This design comes from an exercise in tuning for small area, a short achievable clock period and few clock cycles per item on the open sky130 flow, not from production work. No functional check of the RTL was part of any run shown here. Power figures rest on the tool's default switching activity, not on a simulated workload.

File: flow/flow/run.sh
#!/bin/bash
set -uo pipefail
export BUFFER_PORTS_ARGS="-buffer_cell sky130_fd_sc_hd__buf_1"
export SYNTH_ARGS="-noabc"
bash standard.sh > flow.log 2>&1
File: flow/constraint.sdc
create_clock -name core_clock -period 10.0 [get_ports {clk_i}]
set_input_delay 2.0000 -clock core_clock [delete_from_list [all_inputs] [get_ports {clk_i}]]
set_output_delay 2.0000 -clock core_clock [all_outputs]
set_load 0.01 [all_outputs]
File: flow/standard.sh
#!/bin/bash
# synth_recipe.tcl (not shown) runs the flow's synth.tcl, then flattens the netlist and writes it again
# the make line also repeats each setting of config.mk as NAME=value (left out here)
make -C /OpenROAD-flow-scripts/flow DESIGN_CONFIG=/design/flow/config.mk WORK_HOME=/design/flow/orfs CLKGATE_MAP_FILE= SYNTH_SCRIPT=/design/flow/synth_recipe.tcl "${@:-finish}"
File: flow/config.mk
export PLATFORM = sky130hd
export DESIGN_NAME = fp_carpma
export DESIGN_NICKNAME = fp_carpma
export VERILOG_FILES = /design/flow/design.v
export SDC_FILE = /design/flow/constraint.sdc
export NUM_CORES = 4
export LEC_CHECK = 0
export ABC_AREA = 1
export CAP_MARGIN = 20
export CORE_MARGIN = 2
export CORE_UTILIZATION = 40
export SETUP_SLACK_MARGIN = 4.5
export SLEW_MARGIN = 20
File: flow/design.v
module fp_carpma(
    input clk_i, rst_i, en_i,
    input [31:0] x1_i, x2_i,
    output [31:0] sonuc_o,
    output done_o
    );
  wire zero = ~|x1_i | ~|x2_i;
  wire [23:0] ma = {1'b1, x1_i[22:0]};
  wire [23:0] mb = {1'b1, x2_i[22:0]};
  wire [25:0] bx = {2'b00, mb};
  wire [11:0] ng, one, two;
  genvar g;
  generate for (g = 0; g < 12; g = g + 1) begin : bd
    wire b0 = (g == 0) ? 1'b0 : bx[2*g-1];
    wire b1 = bx[2*g];
    wire b2 = bx[2*g+1];
    assign ng[g] = b2;
    assign one[g] = b1 ^ b0;
    assign two[g] = (b2 & ~b1 & ~b0) | (~b2 & b1 & b0);
  end endgenerate
  wire [24:0] bp0 = (({1'b0, ma} & {25{one[0]}}) | ({ma, 1'b0} & {25{two[0]}})) ^ {25{ng[0]}};
  wire [24:0] bp1 = (({1'b0, ma} & {25{one[1]}}) | ({ma, 1'b0} & {25{two[1]}})) ^ {25{ng[1]}};
  wire [24:0] bp2 = (({1'b0, ma} & {25{one[2]}}) | ({ma, 1'b0} & {25{two[2]}})) ^ {25{ng[2]}};
  wire [24:0] bp3 = (({1'b0, ma} & {25{one[3]}}) | ({ma, 1'b0} & {25{two[3]}})) ^ {25{ng[3]}};
  wire [24:0] bp4 = (({1'b0, ma} & {25{one[4]}}) | ({ma, 1'b0} & {25{two[4]}})) ^ {25{ng[4]}};
  wire [24:0] bp5 = (({1'b0, ma} & {25{one[5]}}) | ({ma, 1'b0} & {25{two[5]}})) ^ {25{ng[5]}};
  wire [24:0] bp6 = (({1'b0, ma} & {25{one[6]}}) | ({ma, 1'b0} & {25{two[6]}})) ^ {25{ng[6]}};
  wire [24:0] bp7 = (({1'b0, ma} & {25{one[7]}}) | ({ma, 1'b0} & {25{two[7]}})) ^ {25{ng[7]}};
  wire [24:0] bp8 = (({1'b0, ma} & {25{one[8]}}) | ({ma, 1'b0} & {25{two[8]}})) ^ {25{ng[8]}};
  wire [24:0] bp9 = (({1'b0, ma} & {25{one[9]}}) | ({ma, 1'b0} & {25{two[9]}})) ^ {25{ng[9]}};
  wire [24:0] bp10 = (({1'b0, ma} & {25{one[10]}}) | ({ma, 1'b0} & {25{two[10]}})) ^ {25{ng[10]}};
  wire [24:0] bp11 = (({1'b0, ma} & {25{one[11]}}) | ({ma, 1'b0} & {25{two[11]}})) ^ {25{ng[11]}};
  wire [23:0] r12 = ma & {24{mb[23]}};
  wire fs0 = ng[1] ^ bp0[2] ^ bp1[0];
  wire fc0 = (ng[1] & bp0[2]) | (ng[1] & bp1[0]) | (bp0[2] & bp1[0]);
  wire fs1 = ng[2] ^ bp0[4] ^ bp1[2];
  wire fc1 = (ng[2] & bp0[4]) | (ng[2] & bp1[2]) | (bp0[4] & bp1[2]);
  wire fs2 = bp0[5] ^ bp1[3] ^ bp2[1];
  wire fc2 = (bp0[5] & bp1[3]) | (bp0[5] & bp2[1]) | (bp1[3] & bp2[1]);
  wire fs3 = ng[3] ^ bp0[6] ^ bp1[4];
  wire fc3 = (ng[3] & bp0[6]) | (ng[3] & bp1[4]) | (bp0[6] & bp1[4]);
  wire fs4 = bp0[7] ^ bp1[5] ^ bp2[3];
  wire fc4 = (bp0[7] & bp1[5]) | (bp0[7] & bp2[3]) | (bp1[5] & bp2[3]);
  wire fs5 = ng[4] ^ bp0[8] ^ bp1[6];
  wire fc5 = (ng[4] & bp0[8]) | (ng[4] & bp1[6]) | (bp0[8] & bp1[6]);
  wire fs6 = bp2[4] ^ bp3[2] ^ bp4[0];
  wire fc6 = (bp2[4] & bp3[2]) | (bp2[4] & bp4[0]) | (bp3[2] & bp4[0]);
  wire fs7 = bp0[9] ^ bp1[7] ^ bp2[5];
  wire fc7 = (bp0[9] & bp1[7]) | (bp0[9] & bp2[5]) | (bp1[7] & bp2[5]);
  wire fs8 = ng[5] ^ bp0[10] ^ bp1[8];
  wire fc8 = (ng[5] & bp0[10]) | (ng[5] & bp1[8]) | (bp0[10] & bp1[8]);
  wire fs9 = bp2[6] ^ bp3[4] ^ bp4[2];
  wire fc9 = (bp2[6] & bp3[4]) | (bp2[6] & bp4[2]) | (bp3[4] & bp4[2]);
  wire fs10 = bp0[11] ^ bp1[9] ^ bp2[7];
  wire fc10 = (bp0[11] & bp1[9]) | (bp0[11] & bp2[7]) | (bp1[9] & bp2[7]);
  wire fs11 = bp3[5] ^ bp4[3] ^ bp5[1];
  wire fc11 = (bp3[5] & bp4[3]) | (bp3[5] & bp5[1]) | (bp4[3] & bp5[1]);
  wire hs0 = ng[6] ^ bp0[12];
  wire hc0 = ng[6] & bp0[12];
  wire hs1 = ng[8] ^ bp0[16];
  wire hc1 = ng[8] & bp0[16];
  wire hs2 = bp0[17] ^ bp1[15];
  wire hc2 = bp0[17] & bp1[15];
  wire fs12 = ng[9] ^ bp0[18] ^ bp1[16];
  wire fc12 = (ng[9] & bp0[18]) | (ng[9] & bp1[16]) | (bp0[18] & bp1[16]);
  wire hs3 = bp2[14] ^ bp3[12];
  wire hc3 = bp2[14] & bp3[12];
  wire fs13 = bp0[19] ^ bp1[17] ^ bp2[15];
  wire fc13 = (bp0[19] & bp1[17]) | (bp0[19] & bp2[15]) | (bp1[17] & bp2[15]);
  wire hs4 = bp3[13] ^ bp4[11];
  wire hc4 = bp3[13] & bp4[11];
  wire fs14 = ng[10] ^ bp0[20] ^ bp10[0];
  wire fc14 = (ng[10] & bp0[20]) | (ng[10] & bp10[0]) | (bp0[20] & bp10[0]);
  wire fs15 = bp1[18] ^ bp2[16] ^ bp3[14];
  wire fc15 = (bp1[18] & bp2[16]) | (bp1[18] & bp3[14]) | (bp2[16] & bp3[14]);
  wire hs5 = bp4[12] ^ bp5[10];
  wire hc5 = bp4[12] & bp5[10];
  wire fs16 = bp0[21] ^ bp10[1] ^ bp1[19];
  wire fc16 = (bp0[21] & bp10[1]) | (bp0[21] & bp1[19]) | (bp10[1] & bp1[19]);
  wire fs17 = bp2[17] ^ bp3[15] ^ bp4[13];
  wire fc17 = (bp2[17] & bp3[15]) | (bp2[17] & bp4[13]) | (bp3[15] & bp4[13]);
  wire hs6 = bp5[11] ^ bp6[9];
  wire hc6 = bp5[11] & bp6[9];
  wire fs18 = ng[11] ^ bp0[22] ^ bp10[2];
  wire fc18 = (ng[11] & bp0[22]) | (ng[11] & bp10[2]) | (bp0[22] & bp10[2]);
  wire fs19 = bp11[0] ^ bp1[20] ^ bp2[18];
  wire fc19 = (bp11[0] & bp1[20]) | (bp11[0] & bp2[18]) | (bp1[20] & bp2[18]);
  wire fs20 = bp3[16] ^ bp4[14] ^ bp5[12];
  wire fc20 = (bp3[16] & bp4[14]) | (bp3[16] & bp5[12]) | (bp4[14] & bp5[12]);
  wire hs7 = bp6[10] ^ bp7[8];
  wire hc7 = bp6[10] & bp7[8];
  wire fs21 = bp0[23] ^ bp10[3] ^ bp11[1];
  wire fc21 = (bp0[23] & bp10[3]) | (bp0[23] & bp11[1]) | (bp10[3] & bp11[1]);
  wire fs22 = bp1[21] ^ bp2[19] ^ bp3[17];
  wire fc22 = (bp1[21] & bp2[19]) | (bp1[21] & bp3[17]) | (bp2[19] & bp3[17]);
  wire fs23 = bp4[15] ^ bp5[13] ^ bp6[11];
  wire fc23 = (bp4[15] & bp5[13]) | (bp4[15] & bp6[11]) | (bp5[13] & bp6[11]);
  wire hs8 = bp7[9] ^ bp8[7];
  wire hc8 = bp7[9] & bp8[7];
  wire fs24 = r12[0] ^ bp0[24] ^ bp10[4];
  wire fc24 = (r12[0] & bp0[24]) | (r12[0] & bp10[4]) | (bp0[24] & bp10[4]);
  wire fs25 = bp11[2] ^ bp1[22] ^ bp2[20];
  wire fc25 = (bp11[2] & bp1[22]) | (bp11[2] & bp2[20]) | (bp1[22] & bp2[20]);
  wire fs26 = bp3[18] ^ bp4[16] ^ bp5[14];
  wire fc26 = (bp3[18] & bp4[16]) | (bp3[18] & bp5[14]) | (bp4[16] & bp5[14]);
  wire fs27 = bp6[12] ^ bp7[10] ^ bp8[8];
  wire fc27 = (bp6[12] & bp7[10]) | (bp6[12] & bp8[8]) | (bp7[10] & bp8[8]);
  wire fs28 = ng[0] ^ r12[1] ^ bp10[5];
  wire fc28 = (ng[0] & r12[1]) | (ng[0] & bp10[5]) | (r12[1] & bp10[5]);
  wire fs29 = bp11[3] ^ bp1[23] ^ bp2[21];
  wire fc29 = (bp11[3] & bp1[23]) | (bp11[3] & bp2[21]) | (bp1[23] & bp2[21]);
  wire fs30 = bp3[19] ^ bp4[17] ^ bp5[15];
  wire fc30 = (bp3[19] & bp4[17]) | (bp3[19] & bp5[15]) | (bp4[17] & bp5[15]);
  wire fs31 = bp6[13] ^ bp7[11] ^ bp8[9];
  wire fc31 = (bp6[13] & bp7[11]) | (bp6[13] & bp8[9]) | (bp7[11] & bp8[9]);
  wire fs32 = ng[0] ^ r12[2] ^ bp10[6];
  wire fc32 = (ng[0] & r12[2]) | (ng[0] & bp10[6]) | (r12[2] & bp10[6]);
  wire fs33 = bp11[4] ^ bp1[24] ^ bp2[22];
  wire fc33 = (bp11[4] & bp1[24]) | (bp11[4] & bp2[22]) | (bp1[24] & bp2[22]);
  wire fs34 = bp3[20] ^ bp4[18] ^ bp5[16];
  wire fc34 = (bp3[20] & bp4[18]) | (bp3[20] & bp5[16]) | (bp4[18] & bp5[16]);
  wire fs35 = bp6[14] ^ bp7[12] ^ bp8[10];
  wire fc35 = (bp6[14] & bp7[12]) | (bp6[14] & bp8[10]) | (bp7[12] & bp8[10]);
  wire fs36 = r12[3] ^ ~ng[0] ^ ~ng[1];
  wire fc36 = (r12[3] & ~ng[0]) | (r12[3] & ~ng[1]) | (~ng[0] & ~ng[1]);
  wire fs37 = bp10[7] ^ bp11[5] ^ bp2[23];
  wire fc37 = (bp10[7] & bp11[5]) | (bp10[7] & bp2[23]) | (bp11[5] & bp2[23]);
  wire fs38 = bp3[21] ^ bp4[19] ^ bp5[17];
  wire fc38 = (bp3[21] & bp4[19]) | (bp3[21] & bp5[17]) | (bp4[19] & bp5[17]);
  wire fs39 = bp6[15] ^ bp7[13] ^ bp8[11];
  wire fc39 = (bp6[15] & bp7[13]) | (bp6[15] & bp8[11]) | (bp7[13] & bp8[11]);
  wire fs40 = 1'b1 ^ r12[4] ^ bp10[8];
  wire fc40 = (1'b1 & r12[4]) | (1'b1 & bp10[8]) | (r12[4] & bp10[8]);
  wire fs41 = bp11[6] ^ bp2[24] ^ bp3[22];
  wire fc41 = (bp11[6] & bp2[24]) | (bp11[6] & bp3[22]) | (bp2[24] & bp3[22]);
  wire fs42 = bp4[20] ^ bp5[18] ^ bp6[16];
  wire fc42 = (bp4[20] & bp5[18]) | (bp4[20] & bp6[16]) | (bp5[18] & bp6[16]);
  wire hs9 = bp7[14] ^ bp8[12];
  wire hc9 = bp7[14] & bp8[12];
  wire fs43 = r12[5] ^ ~ng[2] ^ bp10[9];
  wire fc43 = (r12[5] & ~ng[2]) | (r12[5] & bp10[9]) | (~ng[2] & bp10[9]);
  wire fs44 = bp11[7] ^ bp3[23] ^ bp4[21];
  wire fc44 = (bp11[7] & bp3[23]) | (bp11[7] & bp4[21]) | (bp3[23] & bp4[21]);
  wire fs45 = bp5[19] ^ bp6[17] ^ bp7[15];
  wire fc45 = (bp5[19] & bp6[17]) | (bp5[19] & bp7[15]) | (bp6[17] & bp7[15]);
  wire fs46 = 1'b1 ^ r12[6] ^ bp10[10];
  wire fc46 = (1'b1 & r12[6]) | (1'b1 & bp10[10]) | (r12[6] & bp10[10]);
  wire fs47 = bp11[8] ^ bp3[24] ^ bp4[22];
  wire fc47 = (bp11[8] & bp3[24]) | (bp11[8] & bp4[22]) | (bp3[24] & bp4[22]);
  wire hs10 = bp5[20] ^ bp6[18];
  wire hc10 = bp5[20] & bp6[18];
  wire fs48 = r12[7] ^ ~ng[3] ^ bp10[11];
  wire fc48 = (r12[7] & ~ng[3]) | (r12[7] & bp10[11]) | (~ng[3] & bp10[11]);
  wire fs49 = bp11[9] ^ bp4[23] ^ bp5[21];
  wire fc49 = (bp11[9] & bp4[23]) | (bp11[9] & bp5[21]) | (bp4[23] & bp5[21]);
  wire fs50 = 1'b1 ^ r12[8] ^ bp10[12];
  wire fc50 = (1'b1 & r12[8]) | (1'b1 & bp10[12]) | (r12[8] & bp10[12]);
  wire hs11 = bp11[10] ^ bp4[24];
  wire hc11 = bp11[10] & bp4[24];
  wire fs51 = r12[9] ^ ~ng[4] ^ bp10[13];
  wire fc51 = (r12[9] & ~ng[4]) | (r12[9] & bp10[13]) | (~ng[4] & bp10[13]);
  wire hs12 = 1'b1 ^ r12[10];
  wire hc12 = 1'b1 & r12[10];
  wire fs52 = bp0[3] ^ bp1[1] ^ fc0;
  wire fc52 = (bp0[3] & bp1[1]) | (bp0[3] & fc0) | (bp1[1] & fc0);
  wire fs53 = bp2[2] ^ bp3[0] ^ fc2;
  wire fc53 = (bp2[2] & bp3[0]) | (bp2[2] & fc2) | (bp3[0] & fc2);
  wire fs54 = bp3[1] ^ fc3 ^ fs4;
  wire fc54 = (bp3[1] & fc3) | (bp3[1] & fs4) | (fc3 & fs4);
  wire fs55 = fc4 ^ fs5 ^ fs6;
  wire fc55 = (fc4 & fs5) | (fc4 & fs6) | (fs5 & fs6);
  wire fs56 = bp3[3] ^ bp4[1] ^ fc5;
  wire fc56 = (bp3[3] & bp4[1]) | (bp3[3] & fc5) | (bp4[1] & fc5);
  wire fs57 = bp5[0] ^ fc7 ^ fs8;
  wire fc57 = (bp5[0] & fc7) | (bp5[0] & fs8) | (fc7 & fs8);
  wire fs58 = fc8 ^ fc9 ^ fs10;
  wire fc58 = (fc8 & fc9) | (fc8 & fs10) | (fc9 & fs10);
  wire fs59 = bp1[10] ^ bp2[8] ^ bp3[6];
  wire fc59 = (bp1[10] & bp2[8]) | (bp1[10] & bp3[6]) | (bp2[8] & bp3[6]);
  wire fs60 = bp4[4] ^ bp5[2] ^ bp6[0];
  wire fc60 = (bp4[4] & bp5[2]) | (bp4[4] & bp6[0]) | (bp5[2] & bp6[0]);
  wire fs61 = bp0[13] ^ bp1[11] ^ bp2[9];
  wire fc61 = (bp0[13] & bp1[11]) | (bp0[13] & bp2[9]) | (bp1[11] & bp2[9]);
  wire fs62 = bp3[7] ^ bp4[5] ^ bp5[3];
  wire fc62 = (bp3[7] & bp4[5]) | (bp3[7] & bp5[3]) | (bp4[5] & bp5[3]);
  wire fs63 = ng[7] ^ bp0[14] ^ bp1[12];
  wire fc63 = (ng[7] & bp0[14]) | (ng[7] & bp1[12]) | (bp0[14] & bp1[12]);
  wire fs64 = bp2[10] ^ bp3[8] ^ bp4[6];
  wire fc64 = (bp2[10] & bp3[8]) | (bp2[10] & bp4[6]) | (bp3[8] & bp4[6]);
  wire hs13 = bp5[4] ^ bp6[2];
  wire hc13 = bp5[4] & bp6[2];
  wire fs65 = bp0[15] ^ bp1[13] ^ bp2[11];
  wire fc65 = (bp0[15] & bp1[13]) | (bp0[15] & bp2[11]) | (bp1[13] & bp2[11]);
  wire fs66 = bp3[9] ^ bp4[7] ^ bp5[5];
  wire fc66 = (bp3[9] & bp4[7]) | (bp3[9] & bp5[5]) | (bp4[7] & bp5[5]);
  wire hs14 = bp6[3] ^ bp7[1];
  wire hc14 = bp6[3] & bp7[1];
  wire fs67 = bp1[14] ^ bp2[12] ^ bp3[10];
  wire fc67 = (bp1[14] & bp2[12]) | (bp1[14] & bp3[10]) | (bp2[12] & bp3[10]);
  wire fs68 = bp4[8] ^ bp5[6] ^ bp6[4];
  wire fc68 = (bp4[8] & bp5[6]) | (bp4[8] & bp6[4]) | (bp5[6] & bp6[4]);
  wire fs69 = bp7[2] ^ bp8[0] ^ hs1;
  wire fc69 = (bp7[2] & bp8[0]) | (bp7[2] & hs1) | (bp8[0] & hs1);
  wire fs70 = bp2[13] ^ bp3[11] ^ bp4[9];
  wire fc70 = (bp2[13] & bp3[11]) | (bp2[13] & bp4[9]) | (bp3[11] & bp4[9]);
  wire fs71 = bp5[7] ^ bp6[5] ^ bp7[3];
  wire fc71 = (bp5[7] & bp6[5]) | (bp5[7] & bp7[3]) | (bp6[5] & bp7[3]);
  wire fs72 = bp8[1] ^ hc1 ^ hs2;
  wire fc72 = (bp8[1] & hc1) | (bp8[1] & hs2) | (hc1 & hs2);
  wire fs73 = bp4[10] ^ bp5[8] ^ bp6[6];
  wire fc73 = (bp4[10] & bp5[8]) | (bp4[10] & bp6[6]) | (bp5[8] & bp6[6]);
  wire fs74 = bp7[4] ^ bp8[2] ^ bp9[0];
  wire fc74 = (bp7[4] & bp8[2]) | (bp7[4] & bp9[0]) | (bp8[2] & bp9[0]);
  wire fs75 = hc2 ^ hs3 ^ fs12;
  wire fc75 = (hc2 & hs3) | (hc2 & fs12) | (hs3 & fs12);
  wire fs76 = bp5[9] ^ bp6[7] ^ bp7[5];
  wire fc76 = (bp5[9] & bp6[7]) | (bp5[9] & bp7[5]) | (bp6[7] & bp7[5]);
  wire fs77 = bp8[3] ^ bp9[1] ^ hc3;
  wire fc77 = (bp8[3] & bp9[1]) | (bp8[3] & hc3) | (bp9[1] & hc3);
  wire fs78 = hs4 ^ fc12 ^ fs13;
  wire fc78 = (hs4 & fc12) | (hs4 & fs13) | (fc12 & fs13);
  wire fs79 = bp6[8] ^ bp7[6] ^ bp8[4];
  wire fc79 = (bp6[8] & bp7[6]) | (bp6[8] & bp8[4]) | (bp7[6] & bp8[4]);
  wire fs80 = bp9[2] ^ hc4 ^ hs5;
  wire fc80 = (bp9[2] & hc4) | (bp9[2] & hs5) | (hc4 & hs5);
  wire fs81 = fc13 ^ fs14 ^ fs15;
  wire fc81 = (fc13 & fs14) | (fc13 & fs15) | (fs14 & fs15);
  wire fs82 = bp7[7] ^ bp8[5] ^ bp9[3];
  wire fc82 = (bp7[7] & bp8[5]) | (bp7[7] & bp9[3]) | (bp8[5] & bp9[3]);
  wire fs83 = hc5 ^ hs6 ^ fc14;
  wire fc83 = (hc5 & hs6) | (hc5 & fc14) | (hs6 & fc14);
  wire fs84 = fc15 ^ fs16 ^ fs17;
  wire fc84 = (fc15 & fs16) | (fc15 & fs17) | (fs16 & fs17);
  wire fs85 = bp8[6] ^ bp9[4] ^ hc6;
  wire fc85 = (bp8[6] & bp9[4]) | (bp8[6] & hc6) | (bp9[4] & hc6);
  wire fs86 = hs7 ^ fc16 ^ fc17;
  wire fc86 = (hs7 & fc16) | (hs7 & fc17) | (fc16 & fc17);
  wire fs87 = fs18 ^ fs19 ^ fs20;
  wire fc87 = (fs18 & fs19) | (fs18 & fs20) | (fs19 & fs20);
  wire fs88 = bp9[5] ^ hc7 ^ hs8;
  wire fc88 = (bp9[5] & hc7) | (bp9[5] & hs8) | (hc7 & hs8);
  wire fs89 = fc18 ^ fc19 ^ fc20;
  wire fc89 = (fc18 & fc19) | (fc18 & fc20) | (fc19 & fc20);
  wire fs90 = fs21 ^ fs22 ^ fs23;
  wire fc90 = (fs21 & fs22) | (fs21 & fs23) | (fs22 & fs23);
  wire fs91 = bp9[6] ^ hc8 ^ fc21;
  wire fc91 = (bp9[6] & hc8) | (bp9[6] & fc21) | (hc8 & fc21);
  wire fs92 = fc22 ^ fc23 ^ fs24;
  wire fc92 = (fc22 & fc23) | (fc22 & fs24) | (fc23 & fs24);
  wire fs93 = fs25 ^ fs26 ^ fs27;
  wire fc93 = (fs25 & fs26) | (fs25 & fs27) | (fs26 & fs27);
  wire fs94 = bp9[7] ^ fc24 ^ fc25;
  wire fc94 = (bp9[7] & fc24) | (bp9[7] & fc25) | (fc24 & fc25);
  wire fs95 = fc26 ^ fc27 ^ fs28;
  wire fc95 = (fc26 & fc27) | (fc26 & fs28) | (fc27 & fs28);
  wire fs96 = fs29 ^ fs30 ^ fs31;
  wire fc96 = (fs29 & fs30) | (fs29 & fs31) | (fs30 & fs31);
  wire fs97 = bp9[8] ^ fc28 ^ fc29;
  wire fc97 = (bp9[8] & fc28) | (bp9[8] & fc29) | (fc28 & fc29);
  wire fs98 = fc30 ^ fc31 ^ fs32;
  wire fc98 = (fc30 & fc31) | (fc30 & fs32) | (fc31 & fs32);
  wire fs99 = fs33 ^ fs34 ^ fs35;
  wire fc99 = (fs33 & fs34) | (fs33 & fs35) | (fs34 & fs35);
  wire fs100 = bp9[9] ^ fs36 ^ fc32;
  wire fc100 = (bp9[9] & fs36) | (bp9[9] & fc32) | (fs36 & fc32);
  wire fs101 = fc33 ^ fc34 ^ fc35;
  wire fc101 = (fc33 & fc34) | (fc33 & fc35) | (fc34 & fc35);
  wire fs102 = fs37 ^ fs38 ^ fs39;
  wire fc102 = (fs37 & fs38) | (fs37 & fs39) | (fs38 & fs39);
  wire fs103 = bp9[10] ^ fc36 ^ hs9;
  wire fc103 = (bp9[10] & fc36) | (bp9[10] & hs9) | (fc36 & hs9);
  wire fs104 = fc37 ^ fc38 ^ fc39;
  wire fc104 = (fc37 & fc38) | (fc37 & fc39) | (fc38 & fc39);
  wire fs105 = fs40 ^ fs41 ^ fs42;
  wire fc105 = (fs40 & fs41) | (fs40 & fs42) | (fs41 & fs42);
  wire fs106 = bp8[13] ^ bp9[11] ^ hc9;
  wire fc106 = (bp8[13] & bp9[11]) | (bp8[13] & hc9) | (bp9[11] & hc9);
  wire fs107 = fc40 ^ fc41 ^ fc42;
  wire fc107 = (fc40 & fc41) | (fc40 & fc42) | (fc41 & fc42);
  wire fs108 = fs43 ^ fs44 ^ fs45;
  wire fc108 = (fs43 & fs44) | (fs43 & fs45) | (fs44 & fs45);
  wire fs109 = bp7[16] ^ bp8[14] ^ bp9[12];
  wire fc109 = (bp7[16] & bp8[14]) | (bp7[16] & bp9[12]) | (bp8[14] & bp9[12]);
  wire fs110 = hs10 ^ fc43 ^ fc44;
  wire fc110 = (hs10 & fc43) | (hs10 & fc44) | (fc43 & fc44);
  wire fs111 = fc45 ^ fs46 ^ fs47;
  wire fc111 = (fc45 & fs46) | (fc45 & fs47) | (fs46 & fs47);
  wire fs112 = bp6[19] ^ bp7[17] ^ bp8[15];
  wire fc112 = (bp6[19] & bp7[17]) | (bp6[19] & bp8[15]) | (bp7[17] & bp8[15]);
  wire fs113 = bp9[13] ^ hc10 ^ fc46;
  wire fc113 = (bp9[13] & hc10) | (bp9[13] & fc46) | (hc10 & fc46);
  wire fs114 = fc47 ^ fs48 ^ fs49;
  wire fc114 = (fc47 & fs48) | (fc47 & fs49) | (fs48 & fs49);
  wire fs115 = bp5[22] ^ bp6[20] ^ bp7[18];
  wire fc115 = (bp5[22] & bp6[20]) | (bp5[22] & bp7[18]) | (bp6[20] & bp7[18]);
  wire fs116 = bp8[16] ^ bp9[14] ^ hs11;
  wire fc116 = (bp8[16] & bp9[14]) | (bp8[16] & hs11) | (bp9[14] & hs11);
  wire fs117 = fc48 ^ fc49 ^ fs50;
  wire fc117 = (fc48 & fc49) | (fc48 & fs50) | (fc49 & fs50);
  wire fs118 = bp11[11] ^ bp5[23] ^ bp6[21];
  wire fc118 = (bp11[11] & bp5[23]) | (bp11[11] & bp6[21]) | (bp5[23] & bp6[21]);
  wire fs119 = bp7[19] ^ bp8[17] ^ bp9[15];
  wire fc119 = (bp7[19] & bp8[17]) | (bp7[19] & bp9[15]) | (bp8[17] & bp9[15]);
  wire fs120 = hc11 ^ fc50 ^ fs51;
  wire fc120 = (hc11 & fc50) | (hc11 & fs51) | (fc50 & fs51);
  wire fs121 = bp10[14] ^ bp11[12] ^ bp5[24];
  wire fc121 = (bp10[14] & bp11[12]) | (bp10[14] & bp5[24]) | (bp11[12] & bp5[24]);
  wire fs122 = bp6[22] ^ bp7[20] ^ bp8[18];
  wire fc122 = (bp6[22] & bp7[20]) | (bp6[22] & bp8[18]) | (bp7[20] & bp8[18]);
  wire fs123 = bp9[16] ^ hs12 ^ fc51;
  wire fc123 = (bp9[16] & hs12) | (bp9[16] & fc51) | (hs12 & fc51);
  wire fs124 = r12[11] ^ ~ng[5] ^ bp10[15];
  wire fc124 = (r12[11] & ~ng[5]) | (r12[11] & bp10[15]) | (~ng[5] & bp10[15]);
  wire fs125 = bp11[13] ^ bp6[23] ^ bp7[21];
  wire fc125 = (bp11[13] & bp6[23]) | (bp11[13] & bp7[21]) | (bp6[23] & bp7[21]);
  wire fs126 = bp8[19] ^ bp9[17] ^ hc12;
  wire fc126 = (bp8[19] & bp9[17]) | (bp8[19] & hc12) | (bp9[17] & hc12);
  wire fs127 = 1'b1 ^ r12[12] ^ bp10[16];
  wire fc127 = (1'b1 & r12[12]) | (1'b1 & bp10[16]) | (r12[12] & bp10[16]);
  wire fs128 = bp11[14] ^ bp6[24] ^ bp7[22];
  wire fc128 = (bp11[14] & bp6[24]) | (bp11[14] & bp7[22]) | (bp6[24] & bp7[22]);
  wire hs15 = bp8[20] ^ bp9[18];
  wire hc15 = bp8[20] & bp9[18];
  wire fs129 = r12[13] ^ ~ng[6] ^ bp10[17];
  wire fc129 = (r12[13] & ~ng[6]) | (r12[13] & bp10[17]) | (~ng[6] & bp10[17]);
  wire fs130 = bp11[15] ^ bp7[23] ^ bp8[21];
  wire fc130 = (bp11[15] & bp7[23]) | (bp11[15] & bp8[21]) | (bp7[23] & bp8[21]);
  wire fs131 = 1'b1 ^ r12[14] ^ bp10[18];
  wire fc131 = (1'b1 & r12[14]) | (1'b1 & bp10[18]) | (r12[14] & bp10[18]);
  wire hs16 = bp11[16] ^ bp7[24];
  wire hc16 = bp11[16] & bp7[24];
  wire fs132 = r12[15] ^ ~ng[7] ^ bp10[19];
  wire fc132 = (r12[15] & ~ng[7]) | (r12[15] & bp10[19]) | (~ng[7] & bp10[19]);
  wire hs17 = 1'b1 ^ r12[16];
  wire hc17 = 1'b1 & r12[16];
  wire fs133 = bp2[0] ^ fs1 ^ fc52;
  wire fc133 = (bp2[0] & fs1) | (bp2[0] & fc52) | (fs1 & fc52);
  wire fs134 = fc6 ^ fs7 ^ fc55;
  wire fc134 = (fc6 & fs7) | (fc6 & fc55) | (fs7 & fc55);
  wire fs135 = fs9 ^ fc56 ^ fs57;
  wire fc135 = (fs9 & fc56) | (fs9 & fs57) | (fc56 & fs57);
  wire fs136 = fs11 ^ fc57 ^ fs58;
  wire fc136 = (fs11 & fc57) | (fs11 & fs58) | (fc57 & fs58);
  wire fs137 = hs0 ^ fc10 ^ fc11;
  wire fc137 = (hs0 & fc10) | (hs0 & fc11) | (fc10 & fc11);
  wire hs18 = fs59 ^ fs60;
  wire hc18 = fs59 & fs60;
  wire fs138 = bp6[1] ^ hc0 ^ fc59;
  wire fc138 = (bp6[1] & hc0) | (bp6[1] & fc59) | (hc0 & fc59);
  wire fs139 = fc60 ^ fs61 ^ fs62;
  wire fc139 = (fc60 & fs61) | (fc60 & fs62) | (fs61 & fs62);
  wire fs140 = bp7[0] ^ hs13 ^ fc61;
  wire fc140 = (bp7[0] & hs13) | (bp7[0] & fc61) | (hs13 & fc61);
  wire fs141 = fc62 ^ fs63 ^ fs64;
  wire fc141 = (fc62 & fs63) | (fc62 & fs64) | (fs63 & fs64);
  wire fs142 = hc13 ^ hs14 ^ fc63;
  wire fc142 = (hc13 & hs14) | (hc13 & fc63) | (hs14 & fc63);
  wire fs143 = fc64 ^ fs65 ^ fs66;
  wire fc143 = (fc64 & fs65) | (fc64 & fs66) | (fs65 & fs66);
  wire fs144 = hc14 ^ fc65 ^ fc66;
  wire fc144 = (hc14 & fc65) | (hc14 & fc66) | (fc65 & fc66);
  wire fs145 = fs67 ^ fs68 ^ fs69;
  wire fc145 = (fs67 & fs68) | (fs67 & fs69) | (fs68 & fs69);
  wire fs146 = fc67 ^ fc68 ^ fs70;
  wire fc146 = (fc67 & fc68) | (fc67 & fs70) | (fc68 & fs70);
  wire fs147 = fs71 ^ fc69 ^ fs72;
  wire fc147 = (fs71 & fc69) | (fs71 & fs72) | (fc69 & fs72);
  wire fs148 = fc70 ^ fc71 ^ fs73;
  wire fc148 = (fc70 & fc71) | (fc70 & fs73) | (fc71 & fs73);
  wire fs149 = fs74 ^ fc72 ^ fs75;
  wire fc149 = (fs74 & fc72) | (fs74 & fs75) | (fc72 & fs75);
  wire fs150 = fc73 ^ fc74 ^ fs76;
  wire fc150 = (fc73 & fc74) | (fc73 & fs76) | (fc74 & fs76);
  wire fs151 = fs77 ^ fc75 ^ fs78;
  wire fc151 = (fs77 & fc75) | (fs77 & fs78) | (fc75 & fs78);
  wire fs152 = fc76 ^ fs79 ^ fc77;
  wire fc152 = (fc76 & fs79) | (fc76 & fc77) | (fs79 & fc77);
  wire fs153 = fs80 ^ fc78 ^ fs81;
  wire fc153 = (fs80 & fc78) | (fs80 & fs81) | (fc78 & fs81);
  wire fs154 = fc79 ^ fs82 ^ fc80;
  wire fc154 = (fc79 & fs82) | (fc79 & fc80) | (fs82 & fc80);
  wire fs155 = fc81 ^ fs83 ^ fs84;
  wire fc155 = (fc81 & fs83) | (fc81 & fs84) | (fs83 & fs84);
  wire fs156 = fc82 ^ fs85 ^ fc83;
  wire fc156 = (fc82 & fs85) | (fc82 & fc83) | (fs85 & fc83);
  wire fs157 = fc84 ^ fs86 ^ fs87;
  wire fc157 = (fc84 & fs86) | (fc84 & fs87) | (fs86 & fs87);
  wire fs158 = fc85 ^ fs88 ^ fc86;
  wire fc158 = (fc85 & fs88) | (fc85 & fc86) | (fs88 & fc86);
  wire fs159 = fc87 ^ fs89 ^ fs90;
  wire fc159 = (fc87 & fs89) | (fc87 & fs90) | (fs89 & fs90);
  wire fs160 = fc88 ^ fc89 ^ fc90;
  wire fc160 = (fc88 & fc89) | (fc88 & fc90) | (fc89 & fc90);
  wire fs161 = fs91 ^ fs92 ^ fs93;
  wire fc161 = (fs91 & fs92) | (fs91 & fs93) | (fs92 & fs93);
  wire fs162 = fc91 ^ fc92 ^ fc93;
  wire fc162 = (fc91 & fc92) | (fc91 & fc93) | (fc92 & fc93);
  wire fs163 = fs94 ^ fs95 ^ fs96;
  wire fc163 = (fs94 & fs95) | (fs94 & fs96) | (fs95 & fs96);
  wire fs164 = fc94 ^ fc95 ^ fc96;
  wire fc164 = (fc94 & fc95) | (fc94 & fc96) | (fc95 & fc96);
  wire fs165 = fs97 ^ fs98 ^ fs99;
  wire fc165 = (fs97 & fs98) | (fs97 & fs99) | (fs98 & fs99);
  wire fs166 = fc97 ^ fc98 ^ fc99;
  wire fc166 = (fc97 & fc98) | (fc97 & fc99) | (fc98 & fc99);
  wire fs167 = fs100 ^ fs101 ^ fs102;
  wire fc167 = (fs100 & fs101) | (fs100 & fs102) | (fs101 & fs102);
  wire fs168 = fs103 ^ fc100 ^ fc101;
  wire fc168 = (fs103 & fc100) | (fs103 & fc101) | (fc100 & fc101);
  wire fs169 = fc102 ^ fs104 ^ fs105;
  wire fc169 = (fc102 & fs104) | (fc102 & fs105) | (fs104 & fs105);
  wire fs170 = fc103 ^ fs106 ^ fc104;
  wire fc170 = (fc103 & fs106) | (fc103 & fc104) | (fs106 & fc104);
  wire fs171 = fc105 ^ fs107 ^ fs108;
  wire fc171 = (fc105 & fs107) | (fc105 & fs108) | (fs107 & fs108);
  wire fs172 = fs109 ^ fc106 ^ fc107;
  wire fc172 = (fs109 & fc106) | (fs109 & fc107) | (fc106 & fc107);
  wire fs173 = fc108 ^ fs110 ^ fs111;
  wire fc173 = (fc108 & fs110) | (fc108 & fs111) | (fs110 & fs111);
  wire fs174 = fc109 ^ fs112 ^ fc110;
  wire fc174 = (fc109 & fs112) | (fc109 & fc110) | (fs112 & fc110);
  wire fs175 = fc111 ^ fs113 ^ fs114;
  wire fc175 = (fc111 & fs113) | (fc111 & fs114) | (fs113 & fs114);
  wire fs176 = fc112 ^ fs115 ^ fs116;
  wire fc176 = (fc112 & fs115) | (fc112 & fs116) | (fs115 & fs116);
  wire fs177 = fc113 ^ fc114 ^ fs117;
  wire fc177 = (fc113 & fc114) | (fc113 & fs117) | (fc114 & fs117);
  wire fs178 = fc115 ^ fs118 ^ fs119;
  wire fc178 = (fc115 & fs118) | (fc115 & fs119) | (fs118 & fs119);
  wire fs179 = fc116 ^ fc117 ^ fs120;
  wire fc179 = (fc116 & fc117) | (fc116 & fs120) | (fc117 & fs120);
  wire fs180 = fc118 ^ fc119 ^ fs121;
  wire fc180 = (fc118 & fc119) | (fc118 & fs121) | (fc119 & fs121);
  wire fs181 = fs122 ^ fc120 ^ fs123;
  wire fc181 = (fs122 & fc120) | (fs122 & fs123) | (fc120 & fs123);
  wire fs182 = fc121 ^ fc122 ^ fs124;
  wire fc182 = (fc121 & fc122) | (fc121 & fs124) | (fc122 & fs124);
  wire fs183 = fs125 ^ fs126 ^ fc123;
  wire fc183 = (fs125 & fs126) | (fs125 & fc123) | (fs126 & fc123);
  wire fs184 = hs15 ^ fc124 ^ fc125;
  wire fc184 = (hs15 & fc124) | (hs15 & fc125) | (fc124 & fc125);
  wire fs185 = fc126 ^ fs127 ^ fs128;
  wire fc185 = (fc126 & fs127) | (fc126 & fs128) | (fs127 & fs128);
  wire fs186 = bp9[19] ^ hc15 ^ fc127;
  wire fc186 = (bp9[19] & hc15) | (bp9[19] & fc127) | (hc15 & fc127);
  wire fs187 = fc128 ^ fs129 ^ fs130;
  wire fc187 = (fc128 & fs129) | (fc128 & fs130) | (fs129 & fs130);
  wire fs188 = bp8[22] ^ bp9[20] ^ hs16;
  wire fc188 = (bp8[22] & bp9[20]) | (bp8[22] & hs16) | (bp9[20] & hs16);
  wire fs189 = fc129 ^ fc130 ^ fs131;
  wire fc189 = (fc129 & fc130) | (fc129 & fs131) | (fc130 & fs131);
  wire fs190 = bp11[17] ^ bp8[23] ^ bp9[21];
  wire fc190 = (bp11[17] & bp8[23]) | (bp11[17] & bp9[21]) | (bp8[23] & bp9[21]);
  wire fs191 = hc16 ^ fc131 ^ fs132;
  wire fc191 = (hc16 & fc131) | (hc16 & fs132) | (fc131 & fs132);
  wire fs192 = bp10[20] ^ bp11[18] ^ bp8[24];
  wire fc192 = (bp10[20] & bp11[18]) | (bp10[20] & bp8[24]) | (bp11[18] & bp8[24]);
  wire fs193 = bp9[22] ^ hs17 ^ fc132;
  wire fc193 = (bp9[22] & hs17) | (bp9[22] & fc132) | (hs17 & fc132);
  wire fs194 = r12[17] ^ ~ng[8] ^ bp10[21];
  wire fc194 = (r12[17] & ~ng[8]) | (r12[17] & bp10[21]) | (~ng[8] & bp10[21]);
  wire fs195 = bp11[19] ^ bp9[23] ^ hc17;
  wire fc195 = (bp11[19] & bp9[23]) | (bp11[19] & hc17) | (bp9[23] & hc17);
  wire fs196 = 1'b1 ^ r12[18] ^ bp10[22];
  wire fc196 = (1'b1 & r12[18]) | (1'b1 & bp10[22]) | (r12[18] & bp10[22]);
  wire hs19 = bp11[20] ^ bp9[24];
  wire hc19 = bp11[20] & bp9[24];
  wire fs197 = r12[19] ^ ~ng[9] ^ bp10[23];
  wire fc197 = (r12[19] & ~ng[9]) | (r12[19] & bp10[23]) | (~ng[9] & bp10[23]);
  wire hs20 = 1'b1 ^ r12[20];
  wire hc20 = 1'b1 & r12[20];
  wire fs198 = fc1 ^ fs2 ^ fc133;
  wire fc198 = (fc1 & fs2) | (fc1 & fc133) | (fs2 & fc133);
  wire hs21 = hs18 ^ fc58;
  wire hc21 = hs18 & fc58;
  wire fs199 = hc18 ^ fc137 ^ fs138;
  wire fc199 = (hc18 & fc137) | (hc18 & fs138) | (fc137 & fs138);
  wire fs200 = fc138 ^ fc139 ^ fs140;
  wire fc200 = (fc138 & fc139) | (fc138 & fs140) | (fc139 & fs140);
  wire fs201 = fc140 ^ fc141 ^ fs142;
  wire fc201 = (fc140 & fc141) | (fc140 & fs142) | (fc141 & fs142);
  wire fs202 = fc142 ^ fc143 ^ fs144;
  wire fc202 = (fc142 & fc143) | (fc142 & fs144) | (fc143 & fs144);
  wire fs203 = fc144 ^ fs146 ^ fc145;
  wire fc203 = (fc144 & fs146) | (fc144 & fc145) | (fs146 & fc145);
  wire fs204 = fc146 ^ fs148 ^ fc147;
  wire fc204 = (fc146 & fs148) | (fc146 & fc147) | (fs148 & fc147);
  wire fs205 = fc148 ^ fs150 ^ fc149;
  wire fc205 = (fc148 & fs150) | (fc148 & fc149) | (fs150 & fc149);
  wire fs206 = fc150 ^ fs152 ^ fc151;
  wire fc206 = (fc150 & fs152) | (fc150 & fc151) | (fs152 & fc151);
  wire fs207 = fc152 ^ fs154 ^ fc153;
  wire fc207 = (fc152 & fs154) | (fc152 & fc153) | (fs154 & fc153);
  wire fs208 = fc154 ^ fs156 ^ fc155;
  wire fc208 = (fc154 & fs156) | (fc154 & fc155) | (fs156 & fc155);
  wire fs209 = fc156 ^ fs158 ^ fc157;
  wire fc209 = (fc156 & fs158) | (fc156 & fc157) | (fs158 & fc157);
  wire fs210 = fc158 ^ fc159 ^ fs160;
  wire fc210 = (fc158 & fc159) | (fc158 & fs160) | (fc159 & fs160);
  wire fs211 = fc160 ^ fc161 ^ fs162;
  wire fc211 = (fc160 & fc161) | (fc160 & fs162) | (fc161 & fs162);
  wire fs212 = fc162 ^ fc163 ^ fs164;
  wire fc212 = (fc162 & fc163) | (fc162 & fs164) | (fc163 & fs164);
  wire fs213 = fc164 ^ fc165 ^ fs166;
  wire fc213 = (fc164 & fc165) | (fc164 & fs166) | (fc165 & fs166);
  wire fs214 = fc166 ^ fs168 ^ fc167;
  wire fc214 = (fc166 & fs168) | (fc166 & fc167) | (fs168 & fc167);
  wire fs215 = fc168 ^ fs170 ^ fc169;
  wire fc215 = (fc168 & fs170) | (fc168 & fc169) | (fs170 & fc169);
  wire fs216 = fc170 ^ fs172 ^ fc171;
  wire fc216 = (fc170 & fs172) | (fc170 & fc171) | (fs172 & fc171);
  wire fs217 = fc172 ^ fs174 ^ fc173;
  wire fc217 = (fc172 & fs174) | (fc172 & fc173) | (fs174 & fc173);
  wire fs218 = fs176 ^ fc174 ^ fc175;
  wire fc218 = (fs176 & fc174) | (fs176 & fc175) | (fc174 & fc175);
  wire fs219 = fs178 ^ fc176 ^ fc177;
  wire fc219 = (fs178 & fc176) | (fs178 & fc177) | (fc176 & fc177);
  wire fs220 = fc178 ^ fs180 ^ fc179;
  wire fc220 = (fc178 & fs180) | (fc178 & fc179) | (fs180 & fc179);
  wire fs221 = fc180 ^ fs182 ^ fc181;
  wire fc221 = (fc180 & fs182) | (fc180 & fc181) | (fs182 & fc181);
  wire fs222 = fc182 ^ fs184 ^ fs185;
  wire fc222 = (fc182 & fs184) | (fc182 & fs185) | (fs184 & fs185);
  wire fs223 = fc184 ^ fc185 ^ fs186;
  wire fc223 = (fc184 & fc185) | (fc184 & fs186) | (fc185 & fs186);
  wire fs224 = fs188 ^ fc186 ^ fc187;
  wire fc224 = (fs188 & fc186) | (fs188 & fc187) | (fc186 & fc187);
  wire fs225 = fs190 ^ fc188 ^ fc189;
  wire fc225 = (fs190 & fc188) | (fs190 & fc189) | (fc188 & fc189);
  wire fs226 = fc190 ^ fs192 ^ fc191;
  wire fc226 = (fc190 & fs192) | (fc190 & fc191) | (fs192 & fc191);
  wire fs227 = fc192 ^ fs194 ^ fs195;
  wire fc227 = (fc192 & fs194) | (fc192 & fs195) | (fs194 & fs195);
  wire fs228 = hs19 ^ fc194 ^ fc195;
  wire fc228 = (hs19 & fc194) | (hs19 & fc195) | (fc194 & fc195);
  wire fs229 = bp11[21] ^ hc19 ^ fc196;
  wire fc229 = (bp11[21] & hc19) | (bp11[21] & fc196) | (hc19 & fc196);
  wire fs230 = bp10[24] ^ bp11[22] ^ hs20;
  wire fc230 = (bp10[24] & bp11[22]) | (bp10[24] & hs20) | (bp11[22] & hs20);
  wire fs231 = r12[21] ^ ~ng[10] ^ bp11[23];
  wire fc231 = (r12[21] & ~ng[10]) | (r12[21] & bp11[23]) | (~ng[10] & bp11[23]);
  wire hs22 = 1'b1 ^ r12[22];
  wire hc22 = 1'b1 & r12[22];
  wire fs232 = fs3 ^ fs53 ^ fc198;
  wire fc232 = (fs3 & fs53) | (fs3 & fc198) | (fs53 & fc198);
  wire hs23 = fc53 ^ fs54;
  wire hc23 = fc53 & fs54;
  wire hs24 = fc54 ^ fs55;
  wire hc24 = fc54 & fs55;
  wire hs25 = fs56 ^ fs134;
  wire hc25 = fs56 & fs134;
  wire hs26 = fc134 ^ fs135;
  wire hc26 = fc134 & fs135;
  wire hs27 = fc135 ^ fs136;
  wire hc27 = fc135 & fs136;
  wire fs233 = fs137 ^ hs21 ^ fc136;
  wire fc233 = (fs137 & hs21) | (fs137 & fc136) | (hs21 & fc136);
  wire fs234 = fs139 ^ hc21 ^ fs199;
  wire fc234 = (fs139 & hc21) | (fs139 & fs199) | (hc21 & fs199);
  wire fs235 = fs141 ^ fc199 ^ fs200;
  wire fc235 = (fs141 & fc199) | (fs141 & fs200) | (fc199 & fs200);
  wire fs236 = fs143 ^ fc200 ^ fs201;
  wire fc236 = (fs143 & fc200) | (fs143 & fs201) | (fc200 & fs201);
  wire fs237 = fs145 ^ fc201 ^ fs202;
  wire fc237 = (fs145 & fc201) | (fs145 & fs202) | (fc201 & fs202);
  wire fs238 = fs147 ^ fc202 ^ fs203;
  wire fc238 = (fs147 & fc202) | (fs147 & fs203) | (fc202 & fs203);
  wire fs239 = fs149 ^ fc203 ^ fs204;
  wire fc239 = (fs149 & fc203) | (fs149 & fs204) | (fc203 & fs204);
  wire fs240 = fs151 ^ fc204 ^ fs205;
  wire fc240 = (fs151 & fc204) | (fs151 & fs205) | (fc204 & fs205);
  wire fs241 = fs153 ^ fc205 ^ fs206;
  wire fc241 = (fs153 & fc205) | (fs153 & fs206) | (fc205 & fs206);
  wire fs242 = fs155 ^ fc206 ^ fs207;
  wire fc242 = (fs155 & fc206) | (fs155 & fs207) | (fc206 & fs207);
  wire fs243 = fs157 ^ fc207 ^ fs208;
  wire fc243 = (fs157 & fc207) | (fs157 & fs208) | (fc207 & fs208);
  wire fs244 = fs159 ^ fc208 ^ fs209;
  wire fc244 = (fs159 & fc208) | (fs159 & fs209) | (fc208 & fs209);
  wire fs245 = fs161 ^ fc209 ^ fs210;
  wire fc245 = (fs161 & fc209) | (fs161 & fs210) | (fc209 & fs210);
  wire fs246 = fs163 ^ fc210 ^ fs211;
  wire fc246 = (fs163 & fc210) | (fs163 & fs211) | (fc210 & fs211);
  wire fs247 = fs165 ^ fc211 ^ fs212;
  wire fc247 = (fs165 & fc211) | (fs165 & fs212) | (fc211 & fs212);
  wire fs248 = fs167 ^ fc212 ^ fs213;
  wire fc248 = (fs167 & fc212) | (fs167 & fs213) | (fc212 & fs213);
  wire fs249 = fs169 ^ fc213 ^ fs214;
  wire fc249 = (fs169 & fc213) | (fs169 & fs214) | (fc213 & fs214);
  wire fs250 = fs171 ^ fc214 ^ fs215;
  wire fc250 = (fs171 & fc214) | (fs171 & fs215) | (fc214 & fs215);
  wire fs251 = fs173 ^ fc215 ^ fs216;
  wire fc251 = (fs173 & fc215) | (fs173 & fs216) | (fc215 & fs216);
  wire fs252 = fs175 ^ fc216 ^ fs217;
  wire fc252 = (fs175 & fc216) | (fs175 & fs217) | (fc216 & fs217);
  wire fs253 = fs177 ^ fc217 ^ fs218;
  wire fc253 = (fs177 & fc217) | (fs177 & fs218) | (fc217 & fs218);
  wire fs254 = fs179 ^ fc218 ^ fs219;
  wire fc254 = (fs179 & fc218) | (fs179 & fs219) | (fc218 & fs219);
  wire fs255 = fs181 ^ fc219 ^ fs220;
  wire fc255 = (fs181 & fc219) | (fs181 & fs220) | (fc219 & fs220);
  wire fs256 = fs183 ^ fc220 ^ fs221;
  wire fc256 = (fs183 & fc220) | (fs183 & fs221) | (fc220 & fs221);
  wire fs257 = fc183 ^ fs222 ^ fc221;
  wire fc257 = (fc183 & fs222) | (fc183 & fc221) | (fs222 & fc221);
  wire fs258 = fs187 ^ fc222 ^ fs223;
  wire fc258 = (fs187 & fc222) | (fs187 & fs223) | (fc222 & fs223);
  wire fs259 = fs189 ^ fc223 ^ fs224;
  wire fc259 = (fs189 & fc223) | (fs189 & fs224) | (fc223 & fs224);
  wire fs260 = fs191 ^ fc224 ^ fs225;
  wire fc260 = (fs191 & fc224) | (fs191 & fs225) | (fc224 & fs225);
  wire fs261 = fs193 ^ fc225 ^ fs226;
  wire fc261 = (fs193 & fc225) | (fs193 & fs226) | (fc225 & fs226);
  wire fs262 = fc193 ^ fs227 ^ fc226;
  wire fc262 = (fc193 & fs227) | (fc193 & fc226) | (fs227 & fc226);
  wire fs263 = fs196 ^ fc227 ^ fs228;
  wire fc263 = (fs196 & fc227) | (fs196 & fs228) | (fc227 & fs228);
  wire fs264 = fs197 ^ fc228 ^ fs229;
  wire fc264 = (fs197 & fc228) | (fs197 & fs229) | (fc228 & fs229);
  wire fs265 = fc197 ^ fs230 ^ fc229;
  wire fc265 = (fc197 & fs230) | (fc197 & fc229) | (fs230 & fc229);
  wire fs266 = hc20 ^ fs231 ^ fc230;
  wire fc266 = (hc20 & fs231) | (hc20 & fc230) | (fs231 & fc230);
  wire fs267 = bp11[24] ^ hs22 ^ fc231;
  wire fc267 = (bp11[24] & hs22) | (bp11[24] & fc231) | (hs22 & fc231);
  wire fs268 = r12[23] ^ ~ng[11] ^ hc22;
  wire fc268 = (r12[23] & ~ng[11]) | (r12[23] & hc22) | (~ng[11] & hc22);
  wire [47:0] ts = {fs268, fs267, fs266, fc264, fc263, fs263, fc261, fc260, fc259, fc258, fs258, fc256, fc255, fc254, fc253, fc252, fc251, fc250, fc249, fc248, fc247, fc246, fc245, fc244, fc243, fc242, fc241, fc240, fc239, fc238, fc237, fc236, fc235, fc234, fc233, hc27, hc26, hc25, hc24, hc23, hs23, fs232, fs198, fs133, fs52, fs0, bp0[1], ng[0]};
  wire [47:0] tc = {fc267, fc266, fc265, fs265, fs264, fc262, fs262, fs261, fs260, fs259, fc257, fs257, fs256, fs255, fs254, fs253, fs252, fs251, fs250, fs249, fs248, fs247, fs246, fs245, fs244, fs243, fs242, fs241, fs240, fs239, fs238, fs237, fs236, fs235, fs234, fs233, hs27, hs26, hs25, hs24, fc232, 1'b0, 1'b0, 1'b0, 1'b0, 1'b0, 1'b0, bp0[0]};
  wire [12:0] lo_sum = ts[12-1:0] + tc[12-1:0];
  reg [35:0] s_q, c_q;
  reg cy_q;
  reg [7:0] e_q;
  reg sg_q;
  reg z_q;
  reg done_q;
  always @(posedge clk_i) begin
    s_q <= ts[47:12];
    c_q <= tc[47:12];
    cy_q <= lo_sum[12];
    e_q <= x1_i[30:23] + x2_i[30:23] + 8'd129;
    sg_q <= x1_i[31] ^ x2_i[31];
    z_q <= zero;
    done_q <= en_i & ~rst_i;
  end
  wire [36:0] r1 = {s_q, cy_q} + {c_q, cy_q};
  wire [24:0] r = r1[36:12];
  wire [22:0] man = r[24] ? r[23:1] : r[22:0];
  wire [7:0] e_inc = e_q + 8'd1;
  wire [7:0] e = r[24] ? e_inc : e_q;
  assign sonuc_o = {sg_q, e, man} & {32{~z_q}};
  assign done_o = done_q;
endmodule
==> reports/qor.yml, run 1 <==
clock_network:
  clockBufferDepth: 2
  cts_tree: "done"
  root_buffer: "clkbuf_16"
  ctsHoldBuffers: 0
  cts.clk_slew.worst_paths_ns: 0.07
  numCtsBuffers: 9
  clock_sinks: 84
  cts_max_level: 3
sta:
  slew_violations: 0
  setup_viol: 0
  slew_headroom_pct: 37.7
  fmax_mhz: 184
  min_period_ns: 5.44
  final.period_utilization_pct: 54.4
  worstMarginPinSlew_ns: 0.926
  hold_viol: 0
  finalSetupTns_ns: 0
  rsz0062_at_grt: "yes"
  worst_slack_ns: 4.56
cells_and_area:
  final_layout_size_suffix_gt1_share_pct: 13.7
  syn2layout_area_growth_pct: 15.4
  antenna_cells: 0
  fin_util_pct: 46.9
  fin_nets: 2523
  num-fill-cells: 4055
logic_synthesis:
  synth_top_area_cell: "fa_1"
  ys_warn_count: 1
  synthTopCellsByArea: "fa_1, xor2_1, dfxtp_1"
  ys_seq_area_share_pct: 10.1
  synth.net_count: 2443
  syn-cell-area_sq_um: 16600
  yosysMostFrequentCell: "nand2_1"
  synth-edff-count: 0
  ys_top_cells_by_count: "nand2_1, xor2_1, o22ai_1"
  avgSynthCellArea_sq_um: 8.22
  dominantRegCellSynth: "dfxtp_1"
  synthArstFlopShare_pct: 0
  synth_cell_types: 43
  netlist.area_leader.share_pct: 31.5
  synth_cells: 2024
  synth_seq_cells: 84
detailed_routing:
  m1WireLength_um: 24300
  drt_iter0_markers: 1561
  vias_per_cell: 5.82
  drc: 0
  num_vias: 15400
  drt_first_pass_iters: 6
  wl_met2_um: 26500
  routed_wl_um: 61100
  maxUsedRoutingLayer: "met5"
  ant_nets: 0
  wl_met3_um: 7190
  wl_per_cell_um: 23.2
floorplanning:
  initial_core_util_pct: 40.6
  rows: 74
  die_area_sq_um: 43200
  die_x_um: 208
  io_pins: 100
  core_sq_um: 40900
  fp.dieH_um: 208
worst_setup_path:
  cpMaxStageDelayCell: "fa_2"
  crit_required_ns: 10.24
  crit_path_frequent_cell: "fa_1"
  end_kind: "flop"
  startpoint: "x2_i[11]"
  cp_max_fo: 16
  worstPathCellList: "buf_12, buf_12, nor2_4, nor2_1, o21bai_4, buf_6, buf_12, o22ai_1, xor2_1, fa_1, fa_1, fa_2, fa_1, fa_1"
  critical_path_class: "input port to flop"
  path_buf_inv: 4
  startpoint_type: "input port"
  crit_path_max_incr_delay_ns: 0.55
  worstPathArrival_ns: 5.68
  cp_num_cells: 14
  cp_top_family: "adder cells"
place:
  place.detailed.hpwl_um: 41000
  port_buffers: 99
  place_ws_ns: 3.06
  gp_congestion: 0.916
power_and_ir_drop:
  p_leak_nw: 8.67
  p_per_area_nw_per_um2: 310
  irDropWorstVdd_mv: 0.129
worst_hold_path:
  whs_endpoint: "done_q$_DFF_P_"
  holdCritStartpoint: "rst_i"
  hold_depth: 2
  min_path_type: "input port to flop"
global_route:
  grt_pass1_wl_um: 90200
  antenna_found_initial: 1
  grt-ovfl-total: 0
  grt_pass1_vias: 15400
  track_usage_pct: 27.2
  grt_max_degree: 32
job:
  max-cap-violations: 0
outcome:
  status: "timing/DRC/antenna clean"
-- registers in the layout (all words and copies together) (netlist names) --
| register | cells |
|---|---|
| cy_q | 1 |
| done_q | 1 |
| e_q | 8 |
| c_q | 36 |
| sg_q | 1 |
| s_q | 36 |
| z_q | 1 |
-- final cells by class --
type                            instances  area, sq um  area share (%)
Multi-Input combinational cell       1559        14000            72.8
Sequential cell                        84         1680            8.77
Timing Repair Buffer                  192         1530            7.98
Inverter                              249          990            5.16
Tap cell                              532          666            3.47
Clock buffer                            9          225            1.17
Clock inverter                          7         73.8           0.385
Timing Repair inverter                  9         56.3           0.294
-- cell families (layout without fill, tap and decap cells) --
kind of cell	Yosys count	after routing	share of synthesized area, %
AND/OR/NAND/NOR	570	570	14.6
buffers and inverters	383	466	9.05
adder cells (fa/ha/maj)	352	352	38.3
AO/OA/AOI/OAI	351	353	13.0
XOR/XNOR	284	284	15.0
flip-flops	84	84	10.1
-- how the worst max path moves through the flow --
stage,endpoint,slack [ns]
floorplan,c_q[20]$_DFF_P_,4.50
global placement,cy_q$_DFF_P_,3.15
detailed placement,c_q[20]$_DFF_P_,3.06
CTS,c_q[20]$_DFF_P_,4.50
global route,cy_q$_DFF_P_,4.41
finish,c_q[13]$_DFF_P_,4.56
-- where the power goes --
group | total, mW | internal, mW | leakage, nW | switching [mW]
clock | 0.345 | 0.177 | 0.147 | 0.168
combinational | 4.93 | 2.00 | 7.81 | 2.93
sequential | 0.667 | 0.570 | 0.708 | 0.0970
-- routing by layer --
metal	global-route usage [%]	up-vias
met1	36.5	7467
met2	42.2	997
met4	11.7	2
li1	-	6702
met5	0	-
met3	6.28	197
-- metrics by stage --
step           cell area (sq um)  cells  hold slack, ns  power, mW
2_1_floorplan              16800   2024            2.07       4.04
3_3_place_gp               17300   2539            2.15       5.23
3_5_place_dp               17300   2539            2.16       5.40
4_1_cts                    18300   2595            1.77       5.81
5_1_grt                    19200   2641            1.80       6.61
6_report                   19200   2641            1.78       5.94
-- what timing repair did --
action / 4_1_cts / 5_1_grt
cloned: 15 / 8
setup endpoints to repair: 64 / 37
buffers inserted: 25 / 38
resized for setup: 94 / 102
pin swaps: 7 / 41
-- cell usage in the layout (no fill, tap or decap), types with 5 or more instances in the layout --
master / instances
nand2_2: 8
buf_12: 18
nor4_1: 13
dfxtp_1: 84
nand2_4: 11
o22ai_2: 16
o21ai_0: 17
fa_1: 236
nand3_1: 35
o21bai_1: 7
clkbuf_16: 15
and2_1: 10
o22ai_1: 246
xnor2_1: 14
buf_4: 58
ha_1: 88
nor2_1: 128
xor2_2: 5
o21ai_4: 5
xor2_1: 265
a21oi_1: 36
buf_2: 7
buf_1: 83
buf_6: 5
buf_8: 5
nand2_1: 317
clkinvlp_4: 15
fa_2: 26
nand4_1: 9
nor2_2: 6
inv_2: 25
nor2_4: 10
inv_1: 208
==> run 2: changes to the inputs <==
==> flow/flow/run.sh (replaced) <==
#!/bin/bash
# The standard layout (the standard.sh, unchanged synthesis and steps), except
# that the port buffers use sky130_fd_sc_hd__buf_4 instead of the cell that
# buffer_ports picks by default (a slow delay buffer), and Yosys maps the
# logic without its early ABC pass (SYNTH_ARGS=-noabc), so that the full adders
# are found in the equations as written.
set -uo pipefail
export BUFFER_PORTS_ARGS="-buffer_cell sky130_fd_sc_hd__buf_4"
export SYNTH_ARGS="-noabc"
bash standard.sh > flow.log 2>&1
==> run 2 against run 1 <==
  * Die area is the same
  * Clock power about the same
  * Power grew 2.3%
  * Final area decreased by 2.4%
  * Sequential power is 2% lower
  * Critical endpoint is now c_q[14]$_DFF_P_
  * Largest power group unchanged
  * Highest routed layer is now met4
==> reports/qor.yml, run 2 <==
cells_and_area:
  multi_input_area_sq_um: 13700
  antenna_cells: 0
  syn2layout_area_growth_pct: 12.6
  final_cell_mix: "nand2_1, xor2_1, o22ai_1"
  fin_nets: 2473
  ff_latch_area_sq_um: 1680
  num-fill-cells: 4001
  design_area_sq_um: 18700
  top_regs: "c_q: 36 flops, s_q: 36 flops, e_q: 8 flops"
  layout_commonest_cell: "nand2_1"
  final_layout_size_suffix_gt1_share_pct: 13.6
global_route:
  grt_pass1_vias: 15000
  antenna_found_initial: 0
  grt-ovfl-total: 0
  track_usage_pct: 26.6
  grt_max_degree: 33
  grt_pass1_wl_um: 88300
worst_setup_path:
  crit_path_max_incr_delay_ns: 0.64
  startpoint_type: "input port"
  crit_path_frequent_cell: "fa_1"
  critical_path_class: "input port to flop"
  end_kind: "flop"
  worstPathArrival_ns: 5.69
  path_buf_inv: 2
  cp_top_family: "adder cells"
  worstPathCellList: "buf_8, or2_4, nand2_1, o21ai_4, buf_4, o22ai_1, xor2_1, fa_1, fa_2, fa_2, fa_1, fa_1"
  crit_required_ns: 10.24
  cp_max_fo: 26
  cpMaxStageDelayCell: "fa_1"
detailed_routing:
  wl_per_cell_um: 22.9
  drt_first_pass_iters: 6
  num_vias: 14900
  ant_nets: 0
  vias_per_cell: 5.77
  drt_iter0_markers: 1653
  routed_wl_um: 59300
  drc: 0
floorplanning:
  fp.dieH_um: 208
  io_pins: 100
  die_x_um: 208
  die_area_sq_um: 43200
  initial_core_util_pct: 40.6
  rows: 74
  core_sq_um: 40900
logic_synthesis:
  ys_warn_count: 1
  syn-cell-area_sq_um: 16600
  synth_cells: 2024
  synth_cell_types: 43
  synth.net_count: 2443
  synthArstFlopShare_pct: 0
  avgSynthCellArea_sq_um: 8.22
  synth-edff-count: 0
  ys_seq_area_share_pct: 10.1
  ys_top_cells_by_count: "nand2_1, xor2_1, o22ai_1"
  dominantRegCellSynth: "dfxtp_1"
  synth_top_area_cell: "fa_1"
  netlist.area_leader.share_pct: 31.5
  synthTopCellsByArea: "fa_1, xor2_1, dfxtp_1"
  synth_seq_cells: 84
  yosysMostFrequentCell: "nand2_1"
sta:
  rsz0062_at_grt: "yes"
  fmax_mhz: 184
  worstMarginPinSlew_ns: 0.876
  final.period_utilization_pct: 54.4
  hold_ws_ns: 1.78
  slew_headroom_pct: 41.3
  min_period_ns: 5.44
  slew_violations: 0
  setup_viol: 0
  hold_viol: 0
  finalSetupTns_ns: 0
clock_network:
  cts_tree: "done"
  cts_max_level: 3
  clock_sinks: 84
  numCtsBuffers: 9
  root_buffer: "clkbuf_16"
  cts.clk_slew.worst_paths_ns: 0.07
  ctsHoldBuffers: 0
  clockBufferDepth: 2
job:
  max-cap-violations: 0
place:
  place.detailed.hpwl_um: 40800
  dpl_cell_area_sq_um: 17600
  gp_congestion: 0.943
  port_buffers: 99
power_and_ir_drop:
  p_per_area_nw_per_um2: 325
  irDropWorstVdd_mv: 0.142
  p_leak_nw: 8.61
  finalPower_mw: 6.08
outcome:
  status: "timing/DRC/antenna clean"
worst_hold_path:
  min_path_type: "input port to flop"
  holdCritStartpoint: "rst_i"
  hold_depth: 2
  whs_endpoint: "done_q$_DFF_P_"
-- run 2: cell counts after synthesis --
No cell type changed its count.
-- run 2: what timing repair did --
item	in CTS	in global routing
cloned	8	6
pin swaps	2	16
resized for setup	61	58
buffers inserted	12	16
endpoints found under the setup margin	53	34
-- run 2: how the worst max path moves through the flow --
| stage | start | endpoint | slack, ns | cells after the start |
|---|---|---|---|---|
| floorplan | x2_i[9] | c_q[20]$_DFF_P_ | 4.50 | 13 |
| global placement | x2_i[0] | cy_q$_DFF_P_ | 3.46 | 15 |
| detailed placement | x2_i[0] | cy_q$_DFF_P_ | 3.38 | 13 |
| CTS | x2_i[21] | c_q[15]$_DFF_P_ | 4.49 | 12 |
| global route | x2_i[1] | cy_q$_DFF_P_ | 4.48 | 15 |
| finish | x2_i[19] | c_q[14]$_DFF_P_ | 4.56 | 12 |
-- run 2: metrics by stage --
stage | cells | util, % | setup slack (ns)
detailed placement | 2533 | 43.0 | 3.38
finish | 2591 | 45.7 | 4.56
CTS | 2569 | 44.7 | 4.49
global route | 2591 | 45.7 | 4.48
floorplan | 2024 | - | 4.50
global placement | 2533 | 43.0 | 3.46
-- run 2: cells by family (layout without fill, tap and decap cells) --
| group | count (synthesis) | count (layout) | synth area share [%] |
|---|---|---|---|
| adder cells (fa/ha/maj) | 352 | 352 | 38.3 |
| XOR/XNOR | 284 | 284 | 15.0 |
| buffers and inverters | 383 | 416 | 9.05 |
| flip-flops | 84 | 84 | 10.1 |
| AND/OR/NAND/NOR | 570 | 570 | 14.6 |
| AO/OA/AOI/OAI | 351 | 353 | 13.0 |
-- run 2: area by class of cell --
class                   instances  share of cell area (%)
clock buffers                   9                    1.20
clock inverters                 7                   0.408
inverters                     249                    5.28
multi-input cells            1559                    73.5
flip-flops and latches         84                    8.99
well taps                     532                    3.56
repair buffers                143                    6.86
repair inverters                8                   0.254
-- run 2: layer usage --
metal	track usage (%)	share of wire, %	vias up
li1	-	-	6615
met1	35.9	41	7260
met2	41.4	44	898
met3	5.69	11	175
met4	11.1	4.2	0
met5	0	0	-
-- run 2: where the power goes --
group	switching [mW]	internal, mW
Combinational	2.94	2.14
Clock	0.167	0.177
Sequential	0.0851	0.570

-- static timing again, ports no longer ideal --
The flow's constraints put no driver on any port. The routed layouts listed below were extracted and timed again, unchanged, in two steps.
Step 1 (the two cells are an assumption about what drives the block):
set clk [get_ports {clk_i}]
set_driving_cell -lib_cell sky130_fd_sc_hd__clkbuf_16 $clk
set_driving_cell -lib_cell sky130_fd_sc_hd__buf_2 [delete_from_list [all_inputs] $clk]
Step 2 moves the port delays by t, midway between the first and last clock arrival at a register: inputs arrive t later, outputs are due t later. That takes back most of the time a late clock gives input paths.
Three values: ideal, step 1, step 2; two values: the first two.
run	shift t [ns]	setup WS [ns]	clock arrival spread, ns	worst slew at a driven data input, ns	pins driven straight from the clock port
run 1	0.418	4.561 / 4.555 / 4.137	0.019 / 0.019	0.11	1
run 2	0.419	4.557 / 4.484 / 4.065	0.017 / 0.018	0.18	1
After both steps every run listed still meets setup and hold. The setup slack of run 2, which loses most, moves by -0.073 ns with the drivers and by -0.492 ns with both steps.
